Source: an optimization exercise on an open RTL-to-GDS flow (aim: small area). Production flows keep margins and buffers that such runs may drop. Function was checked by simulation only, so behaviour that the tests miss may differ from the original. Power figures rest on the tool's default switching activity, not on a simulated workload.

==> job 594: inputs <==
==> flow/design.v <==
module timer (
    input  wire          clk,
    input  wire          rst,
    input  wire          start,
    input  wire          restart,
    input  wire [31:0]   threshold,
    output reg           time_out
);
reg  [31:0] counter;
wire        hit = (counter == threshold);
always @(posedge clk)
    counter <= (start && !restart && !hit) ? counter + 32'd1 : 32'd0;
always @(posedge clk or negedge rst)
    if (!rst)
        time_out <= 1'b0;
    else if (start)
        time_out <= hit;
endmodule
module card_handling (
    input  wire          clk,
    input  wire          rst,
    input  wire [5:0]    card_number,
    input  wire          card_in,
    input  wire          write_en,           
    input  wire [19:2]   updated_balance,
    output reg  [15:0]   password_next,      
    output reg  [19:2]   balance,
    output reg           pass_en
);
wire valid = (card_number < 6'd10);
reg  [3:0] pin_idx;
wire [3:0] pin_idx_next = valid ? (card_in ? card_number[3:0] : pin_idx) : 4'd15;
always @(posedge clk)
    pin_idx <= pin_idx_next;
always @(*)
begin
    case (pin_idx_next)
    4'd0   : password_next = 16'h3370;
    4'd1   : password_next = 16'h3506;
    4'd2   : password_next = 16'h4076;
    4'd3   : password_next = 16'h3370;
    4'd4   : password_next = 16'h5298;
    4'd5   : password_next = 16'h6639;
    4'd6   : password_next = 16'h2284;
    4'd7   : password_next = 16'h9125;
    4'd8   : password_next = 16'h8657;
    4'd9   : password_next = 16'h5791;
    default: password_next = 16'h0000;
    endcase
end
localparam [20*10-1:0] BALANCE_INIT = {
    20'd15000 , 20'd40000 , 20'd25000 , 20'd20000 , 20'd4000   ,
    20'd100000, 20'd200000, 20'd10000 , 20'd50000 , 20'd2200   } ;
reg [19:2] mem [0:9];
genvar i;
generate
for (i = 0; i < 10; i = i + 1)
begin : g_balance
    always @(posedge clk or negedge rst)
        if (!rst)
            mem[i] <= BALANCE_INIT[i*20+2 +: 18];
        else if ((card_number == i) && write_en)
            mem[i] <= updated_balance;
end
endgenerate
wire [19:2] balance_rd = card_number[3] ? (card_number[0] ? mem[9] : mem[8])
                                        : mem[card_number[2:0]];
always @(posedge clk)
    if (!valid)
        balance <= 18'd0;
    else if (card_in)
        balance <= balance_rd;
always @(posedge clk or negedge rst)
    if (!rst)
        pass_en <= 1'b0;
    else if (valid)
        pass_en <= card_in;
endmodule
module user_interface (
    input  wire          clk,
    input  wire          rst,
    input  wire          card_in,
    input  wire [9:0]    digit,
    input  wire          withdraw_button,
    input  wire          deposit_button,
    input  wire          multiple_100_button,
    input  wire          multiple_1000_button,
    input  wire [15:0]   password_next,
    output reg           pin_ok,            
    output reg           entry_big,         
    output reg  [3:0]    entry_digit
);
reg [3:0] pin_digit;
integer k;
always @(*)
begin
    pin_digit = 4'd0;
    for (k = 9; k >= 0; k = k - 1)
        if (digit[k]) pin_digit = k;
end
reg [3:0] amt_digit;
always @(*)
begin
    amt_digit = 4'd0;
    for (k = 9; k >= 1; k = k - 1)
        if (digit[k]) amt_digit = k;
end
wire amt_any = |digit[9:1];
reg [1:0] count;
reg [3:0] temp1, temp2, temp3, temp4;
always @(posedge clk or negedge rst)
begin
    if (!rst) begin
        count <= 2'd0;
        temp1 <= 4'd0; temp2 <= 4'd0; temp3 <= 4'd0; temp4 <= 4'd0;
    end
    else if (card_in)
        count <= 2'd0;
    else if (|digit) begin
        case (count)
        2'd0: temp1 <= pin_digit;
        2'd1: temp2 <= pin_digit;
        2'd2: temp3 <= pin_digit;
        2'd3: temp4 <= pin_digit;
        endcase
        count <= count + 2'd1;
    end
end
always @(posedge clk)
    pin_ok <= ({temp1, temp2, temp3, temp4} == password_next);
localparam H_NONE = 2'd0, H_WAIT = 2'd1, H_100 = 2'd2, H_1000 = 2'd3;
reg [1:0] hold;
always @(posedge clk or negedge rst)
begin
    if (!rst) begin
        hold        <= H_NONE;
        entry_big   <= 1'b0;
        entry_digit <= 4'd0;
    end
    else if (withdraw_button || deposit_button)
        hold <= H_WAIT;
    else if (hold != H_NONE) begin
        if (multiple_100_button)
            hold <= H_100;
        else if (hold == H_100) begin
            if (amt_any) begin
                hold        <= H_NONE;
                entry_big   <= 1'b0;
                entry_digit <= amt_digit;
            end
        end
        else if (multiple_1000_button)
            hold <= H_1000;
        else if (hold == H_1000) begin
            if (amt_any) begin
                hold        <= H_NONE;
                entry_big   <= 1'b1;
                entry_digit <= amt_digit;
            end
        end
    end
end
endmodule
module ATM_FSM (
    input  wire          clk,
    input  wire          rst,
    input  wire          time_out,
    input  wire [19:2]   current_balance,
    input  wire          pass_en,
    input  wire          pin_ok,
    input  wire          enter_button,
    input  wire          cancel_button,
    input  wire          another_service,
    input  wire          language_key,       
    input  wire          withdraw_button,
    input  wire          deposit_button,
    input  wire          show_balance,
    input  wire          entry_big,
    input  wire [3:0]    entry_digit,
    input  wire [19:0]   actual_deposit_value,
    output reg  [19:2]   updated_balance,
    output wire          wrong_password,
    output wire          operation_done,
    output wire          error,
    output wire          start_timer,
    output wire          card_out
);
localparam [3:0]    IDLE             = 4'd0 ,
                    LANGUAGE         = 4'd1 ,
                    WRITE_PASS       = 4'd2 ,
                    CHECK_PASS       = 4'd3 ,
                    OPERATION        = 4'd4 ,
                    WRITE_WITHDRAW   = 4'd5 ,
                    WITHDRAW         = 4'd6 ,
                    WRITE_DEPOSIT    = 4'd7 ,
                    DEPOSIT          = 4'd8 ,
                    BALANCE          = 4'd9 ;
reg [3:0] state, next_state;
reg [1:0] error_count, error_count_next;
reg       op_done_reg;
reg [13:2] entry;
always @(*)
begin
    case ({entry_big, entry_digit})
    5'h01: entry = 100  >> 2;
    5'h02: entry = 200  >> 2;
    5'h03: entry = 300  >> 2;
    5'h04: entry = 400  >> 2;
    5'h05: entry = 500  >> 2;
    5'h06: entry = 600  >> 2;
    5'h07: entry = 700  >> 2;
    5'h08: entry = 800  >> 2;
    5'h09: entry = 900  >> 2;
    5'h11: entry = 1000 >> 2;
    5'h12: entry = 2000 >> 2;
    5'h13: entry = 3000 >> 2;
    5'h14: entry = 4000 >> 2;
    5'h15: entry = 5000 >> 2;
    5'h16: entry = 6000 >> 2;
    5'h17: entry = 7000 >> 2;
    5'h18: entry = 8000 >> 2;
    5'h19: entry = 9000 >> 2;
    default: entry = 12'd0;
    endcase
end
wire st_withdraw = (state == WITHDRAW);
wire st_deposit  = (state == DEPOSIT);
wire st_check    = (state == CHECK_PASS);
wire st_balance  = (state == BALANCE);
wire over = (current_balance[19:14] != 6'd0) ? 1'b0 : (entry > current_balance[13:2]);
wire dep_ok = (actual_deposit_value == {6'd0, entry, 2'b00});
wire op_ok = st_withdraw ? !over : dep_ok;
wire op_fresh = (st_withdraw || st_deposit) && !op_done_reg;
assign operation_done = st_balance || ((st_withdraw || st_deposit) && (op_done_reg || op_ok));
assign error          = (st_check && !pin_ok) || (op_fresh && !op_ok);
assign wrong_password = st_check && !pin_ok;
assign start_timer = (state != IDLE) && (state != CHECK_PASS) && (state <= BALANCE);
wire   abort       = time_out || cancel_button;
assign card_out    = start_timer && abort;
wire        do_op  = op_fresh && op_ok;
wire        sub    = st_withdraw;
wire [19:2] addend = do_op ? (sub ? ~{6'd0, entry} : {6'd0, entry}) : 18'd0;
wire [19:2] sum    = updated_balance + addend + {17'd0, do_op && sub};
always @(posedge clk or negedge rst)
    if (!rst)
        updated_balance <= 18'd0;
    else if (pass_en)
        updated_balance <= current_balance;
    else
        updated_balance <= sum;
always @(posedge clk or negedge rst)
    if (!rst) begin
        state       <= IDLE;
        error_count <= 2'd0;
        op_done_reg <= 1'b0;
    end
    else begin
        state       <= next_state;
        error_count <= error_count_next;
        op_done_reg <= operation_done && (st_withdraw || st_deposit);
    end
always @(*)
begin
    next_state       = state;
    error_count_next = error_count;
    case (state)
    IDLE: begin
        error_count_next = 2'd0;
        if (pass_en) next_state = LANGUAGE;
    end
    LANGUAGE: begin
        if (abort) next_state = IDLE;
        else if (language_key) next_state = WRITE_PASS;
    end
    WRITE_PASS: begin
        if (abort) next_state = IDLE;
        else if (enter_button) next_state = CHECK_PASS;
    end
    CHECK_PASS: begin
        if (!pin_ok) begin
            if (error_count == 2'd2) begin
                error_count_next = 2'd0;
                next_state = IDLE;
            end
            else begin
                error_count_next = error_count + 2'd1;
                next_state = WRITE_PASS;
            end
        end
        else begin
            error_count_next = 2'd0;
            next_state = OPERATION;
        end
    end
    OPERATION: begin
        if (abort) next_state = IDLE;
        else if (withdraw_button) next_state = WRITE_WITHDRAW;
        else if (deposit_button) next_state = WRITE_DEPOSIT;
        else if (show_balance) next_state = BALANCE;
    end
    WRITE_WITHDRAW: begin
        if (abort) next_state = IDLE;
        else if (enter_button) next_state = WITHDRAW;
    end
    WRITE_DEPOSIT: begin
        if (abort) next_state = IDLE;
        else if (enter_button) next_state = DEPOSIT;
    end
    WITHDRAW, DEPOSIT: begin
        if (operation_done) begin
            error_count_next = 2'd0;
            if (abort) next_state = IDLE;
            else if (another_service) next_state = OPERATION;
        end
        else begin
            if (error_count == 2'd2) begin
                error_count_next = 2'd0;
                next_state = IDLE;
            end
            else begin
                error_count_next = error_count + 2'd1;
                next_state = st_withdraw ? WRITE_WITHDRAW : WRITE_DEPOSIT;
            end
        end
    end
    BALANCE: begin
        if (abort) next_state = IDLE;
        else if (another_service) next_state = OPERATION;
    end
    default: next_state = IDLE;
    endcase
end
endmodule
module ATM_TOP #(parameter  P_WIDTH = 16,
                            B_WIDTH = 20,
                            C_WIDTH = 6)
(
    input  wire                     clk,
    input  wire                     rst,
    input  wire [C_WIDTH-1:0]       card_number,
    input  wire                     card_in,
    input  wire                     button_0,
    input  wire                     button_1,
    input  wire                     button_2,
    input  wire                     button_3,
    input  wire                     button_4,
    input  wire                     button_5,
    input  wire                     button_6,
    input  wire                     button_7,
    input  wire                     button_8,
    input  wire                     button_9,
    input  wire                     enter_button,
    input  wire                     cancel_button,
    input  wire                     withdraw_button,
    input  wire                     deposit_button,
    input  wire                     show_balance,
    input  wire                     another_service,
    input  wire                     English_button,
    input  wire                     Arabic_button,
    input  wire                     multiple_100_button,
    input  wire                     multiple_1000_button,
    input  wire [B_WIDTH-1:0]       actual_deposit_value,
    input  wire [31:0]              threshold,
    output wire                     card_out,
    output wire [B_WIDTH-1:0]       updated_balance,
    output wire                     operation_done,
    output wire                     error,
    output wire                     wrong_password
);
wire [19:2] ub;
wire [19:2] balance;
wire [15:0] password_next;
wire        pass_en, pin_ok, entry_big, time_out, start_timer;
wire [3:0]  entry_digit;
assign updated_balance = {ub, 2'b00};
wire restart_timer = another_service || enter_button || English_button || Arabic_button ||
                     withdraw_button || deposit_button || show_balance;
card_handling U0_card_handling (
    .clk(clk), .rst(rst),
    .card_number(card_number), .card_in(card_in),
    .write_en(card_out || operation_done),
    .updated_balance(ub),
    .password_next(password_next),
    .balance(balance),
    .pass_en(pass_en)
);
user_interface U0_user_interface (
    .clk(clk), .rst(rst),
    .card_in(card_in),
    .digit({button_9, button_8, button_7, button_6, button_5,
            button_4, button_3, button_2, button_1, button_0}),
    .withdraw_button(withdraw_button),
    .deposit_button(deposit_button),
    .multiple_100_button(multiple_100_button),
    .multiple_1000_button(multiple_1000_button),
    .password_next(password_next),
    .pin_ok(pin_ok),
    .entry_big(entry_big),
    .entry_digit(entry_digit)
);
timer U0_timer (
    .clk(clk), .rst(rst),
    .start(start_timer),
    .restart(restart_timer),
    .threshold(threshold),
    .time_out(time_out)
);
ATM_FSM U0_ATM_FSM (
    .clk(clk), .rst(rst),
    .time_out(time_out),
    .current_balance(balance),
    .pass_en(pass_en),
    .pin_ok(pin_ok),
    .enter_button(enter_button),
    .cancel_button(cancel_button),
    .another_service(another_service),
    .language_key(English_button || Arabic_button),
    .withdraw_button(withdraw_button),
    .deposit_button(deposit_button),
    .show_balance(show_balance),
    .entry_big(entry_big),
    .entry_digit(entry_digit),
    .actual_deposit_value(actual_deposit_value),
    .updated_balance(ub),
    .wrong_password(wrong_password),
    .operation_done(operation_done),
    .error(error),
    .start_timer(start_timer),
    .card_out(card_out)
);
endmodule
==> flow/run.sh <==
#!/bin/bash
# synth_recipe.tcl (not shown) runs the flow's synth.tcl, then flattens the netlist and writes it again
# the make line also repeats each setting of config.mk as NAME=value (left out here)
make -C /OpenROAD-flow-scripts/flow DESIGN_CONFIG=/design/flow/config.mk WORK_HOME=/design/flow/orfs CLKGATE_MAP_FILE= SYNTH_SCRIPT=/design/flow/synth_recipe.tcl finish
==> flow/config.mk <==
export PLATFORM = sky130hd
export DESIGN_NAME = ATM_TOP
export DESIGN_NICKNAME = ATM_TOP
export VERILOG_FILES = /design/flow/design.v
export SDC_FILE = /design/flow/constraint.sdc
export NUM_CORES = 4
export LEC_CHECK = 0
export CAP_MARGIN = 20
export CORE_MARGIN = 2
export CORE_UTILIZATION = 40
export SLEW_MARGIN = 20
==> flow/constraint.sdc <==
create_clock -name core_clock -period 6.0 [get_ports {clk}]
set_input_delay 1.2000 -clock core_clock [delete_from_list [all_inputs] [get_ports {clk}]]
set_output_delay 1.2000 -clock core_clock [all_outputs]
set_load 0.01 [all_outputs]
==> job 2132 (differences from job 594) <==
--- a/flow/config.mk
+++ b/flow/config.mk
@@ -5,7 +5,10 @@
 export SDC_FILE = /design/flow/constraint.sdc
 export NUM_CORES = 4
 export LEC_CHECK = 0
+export ABC_AREA = 1
 export CAP_MARGIN = 20
 export CORE_MARGIN = 2
-export CORE_UTILIZATION = 40
+export CORE_UTILIZATION = 65
+export CTS_BUF_LIST = sky130_fd_sc_hd__clkbuf_4 sky130_fd_sc_hd__clkbuf_8
+export CTS_CLUSTER_SIZE = 30
 export SLEW_MARGIN = 20
==> job 3540 (differences from job 594) <==
--- a/flow/design.v
+++ b/flow/design.v
@@ -8,8 +8,25 @@
 );
 reg  [31:0] counter;
 wire        hit = (counter == threshold);
+wire [8:0]  group_carry;
+wire [31:0] carry;
+wire [31:0] inc;
+assign group_carry[0] = 1'b1;
+genvar g;
+generate
+for (g = 0; g < 8; g = g + 1)
+begin : g_inc
+    assign group_carry[g+1] = group_carry[g] & (&counter[4*g+3:4*g]);
+    assign carry[4*g]   = group_carry[g];
+    assign carry[4*g+1] = group_carry[g] & counter[4*g];
+    assign carry[4*g+2] = group_carry[g] & (&counter[4*g+1:4*g]);
+    assign carry[4*g+3] = group_carry[g] & (&counter[4*g+2:4*g]);
+end
+endgenerate
+assign inc = counter ^ carry;
+wire run = start && !restart && !hit;
 always @(posedge clk)
-    counter <= (start && !restart && !hit) ? counter + 32'd1 : 32'd0;
+    counter <= run ? inc : 32'd0;
 always @(posedge clk or negedge rst)
     if (!rst)
         time_out <= 1'b0;
@@ -52,24 +69,32 @@
     20'd15000 , 20'd40000 , 20'd25000 , 20'd20000 , 20'd4000   ,
     20'd100000, 20'd200000, 20'd10000 , 20'd50000 , 20'd2200   } ;
 reg [19:2] mem [0:9];
+wire [9:0] sel;
+wire       hi_zero = (card_number[5:4] == 2'd0);
+wire       load    = valid && card_in;
+wire       keep    = valid && !card_in;
 genvar i;
 generate
 for (i = 0; i < 10; i = i + 1)
 begin : g_balance
+    assign sel[i] = (card_number[3:0] == i);
     always @(posedge clk or negedge rst)
         if (!rst)
             mem[i] <= BALANCE_INIT[i*20+2 +: 18];
-        else if ((card_number == i) && write_en)
+        else if (sel[i] && hi_zero && write_en)
             mem[i] <= updated_balance;
 end
 endgenerate
-wire [19:2] balance_rd = card_number[3] ? (card_number[0] ? mem[9] : mem[8])
-                                        : mem[card_number[2:0]];
+reg [19:2] balance_next;
+integer k;
+always @(*)
+begin
+    balance_next = keep ? balance : 18'd0;
+    for (k = 0; k < 10; k = k + 1)
+        balance_next = balance_next | ({18{sel[k] && load}} & mem[k]);
+end
 always @(posedge clk)
-    if (!valid)
-        balance <= 18'd0;
-    else if (card_in)
-        balance <= balance_rd;
+    balance <= balance_next;
 always @(posedge clk or negedge rst)
     if (!rst)
         pass_en <= 1'b0;
@@ -227,7 +252,16 @@
 wire st_deposit  = (state == DEPOSIT);
 wire st_check    = (state == CHECK_PASS);
 wire st_balance  = (state == BALANCE);
-wire over = (current_balance[19:14] != 6'd0) ? 1'b0 : (entry > current_balance[13:2]);
+wire [14:2] gt_c;
+assign gt_c[2] = 1'b0;
+genvar gi;
+generate
+for (gi = 2; gi < 14; gi = gi + 1)
+begin : g_gt
+    assign gt_c[gi+1] = (entry[gi] & ~current_balance[gi]) | ((entry[gi] | ~current_balance[gi]) & gt_c[gi]);
+end
+endgenerate
+wire over = (current_balance[19:14] == 6'd0) && gt_c[14];
 wire dep_ok = (actual_deposit_value == {6'd0, entry, 2'b00});
 wire op_ok = st_withdraw ? !over : dep_ok;
 wire op_fresh = (st_withdraw || st_deposit) && !op_done_reg;
@@ -239,14 +273,14 @@
 assign card_out    = start_timer && abort;
 wire        do_op  = op_fresh && op_ok;
 wire        sub    = st_withdraw;
-wire [19:2] addend = do_op ? (sub ? ~{6'd0, entry} : {6'd0, entry}) : 18'd0;
-wire [19:2] sum    = updated_balance + addend + {17'd0, do_op && sub};
+wire [19:2] addend = sub ? ~{6'd0, entry} : {6'd0, entry};
+wire [19:2] sum    = updated_balance + addend + {17'd0, sub};
 always @(posedge clk or negedge rst)
     if (!rst)
         updated_balance <= 18'd0;
     else if (pass_en)
         updated_balance <= current_balance;
-    else
+    else if (do_op)
         updated_balance <= sum;
 always @(posedge clk or negedge rst)
     if (!rst) begin
--- a/flow/config.mk
+++ b/flow/config.mk
@@ -5,7 +5,8 @@
 export SDC_FILE = /design/flow/constraint.sdc
 export NUM_CORES = 4
 export LEC_CHECK = 0
+export ABC_AREA = 1
 export CAP_MARGIN = 20
 export CORE_MARGIN = 2
-export CORE_UTILIZATION = 40
+export CORE_UTILIZATION = 65
 export SLEW_MARGIN = 20
==> run_results.csv <==
group,metric,value,unit
power,p_leak,8.754,nW
worst_setup_path,worstSetupEndpoint,"error",
logic_synthesis,synth_common_cells,"nand2_1, nand3_1, dfrtp_1",
worst_hold_path,hp-start,"U0_card_handling.mem[9][12]",
logic_synthesis,syn_area,16250,um^2
worst_setup_path,crit_top_cell,"nand2_1",
outcome,status,"complete, no violations",
power,p_int,3.556,mW
Source of the figures above: job 2132

==> run_results.csv <==
group,metric,value,unit
grt,grt_max_degree,133,
timing,period_minus_slack,5.044,ns
logic_synthesis,syn_area,15620,um^2
worst_setup_path,r2r.worst_path.cells,24,
worst_setup_path,path_max_fanout,13,
outcome,status,"complete, no violations",
worst_setup_path,crit_top_cell,"nand2_1",
power,p_int,3.447,mW
detailed_routing,drtIter0Drc,1319,
logic_synthesis,synth_common_cells,"nand2_1, nand3_1, dfrtp_1",
worst_setup_path,worstSetupEndpoint,"operation_done",
die,dieArea,25300,um^2
worst_setup_path,cp_slowest_cell,"dfrtp_1",
Source of the figures above: job 3540

==> run_results.csv <==
group,metric,value,unit
outcome,status,"complete, no violations",
power,p_int,3.863,mW
worst_setup_path,crit_top_cell,"a21oi_1",
logic_synthesis,syn_area,16460,um^2
worst_setup_path,worstSetupEndpoint,"U0_ATM_FSM.updated_balance[18]",
worst_hold_path,hp-start,"U0_card_handling.balance[11]",
power,p_leak,8.270,nW
logic_synthesis,ys_seq_area_frac,0.4239,
Source of the figures above: job 594

[re-timing with driven ports]
How much do the figures lean on ideal ports? The routed layouts below were timed once more, with nothing changed but the port constraints. Step 1: set_driving_cell puts a clkbuf_16 on clk and a buf_2 on each other input, an assumption about the parent block. Step 2 moves the port delays by t, midway between the first and last clock arrival at a register: inputs arrive t later, outputs are due t later. That takes back most of the time a late clock gives input paths. Three values: no drivers, after step 1, after step 2; two values: the first two.
run | t, ns | setup slack, ns | pins driven straight from the clock port
job 594 | 0.568 | 0.420 / 0.420 / 0.175 | 1
job 2132 | 0.638 | 0.854 / 0.804 / 0.822 | 1
job 3540 | 0.604 | 0.956 / 0.905 / 0.817 | 1
After both steps every run listed still meets setup and hold. The setup slack of job 594, which loses most, moves by 0.000 ns with the drivers and by -0.245 ns with both steps.
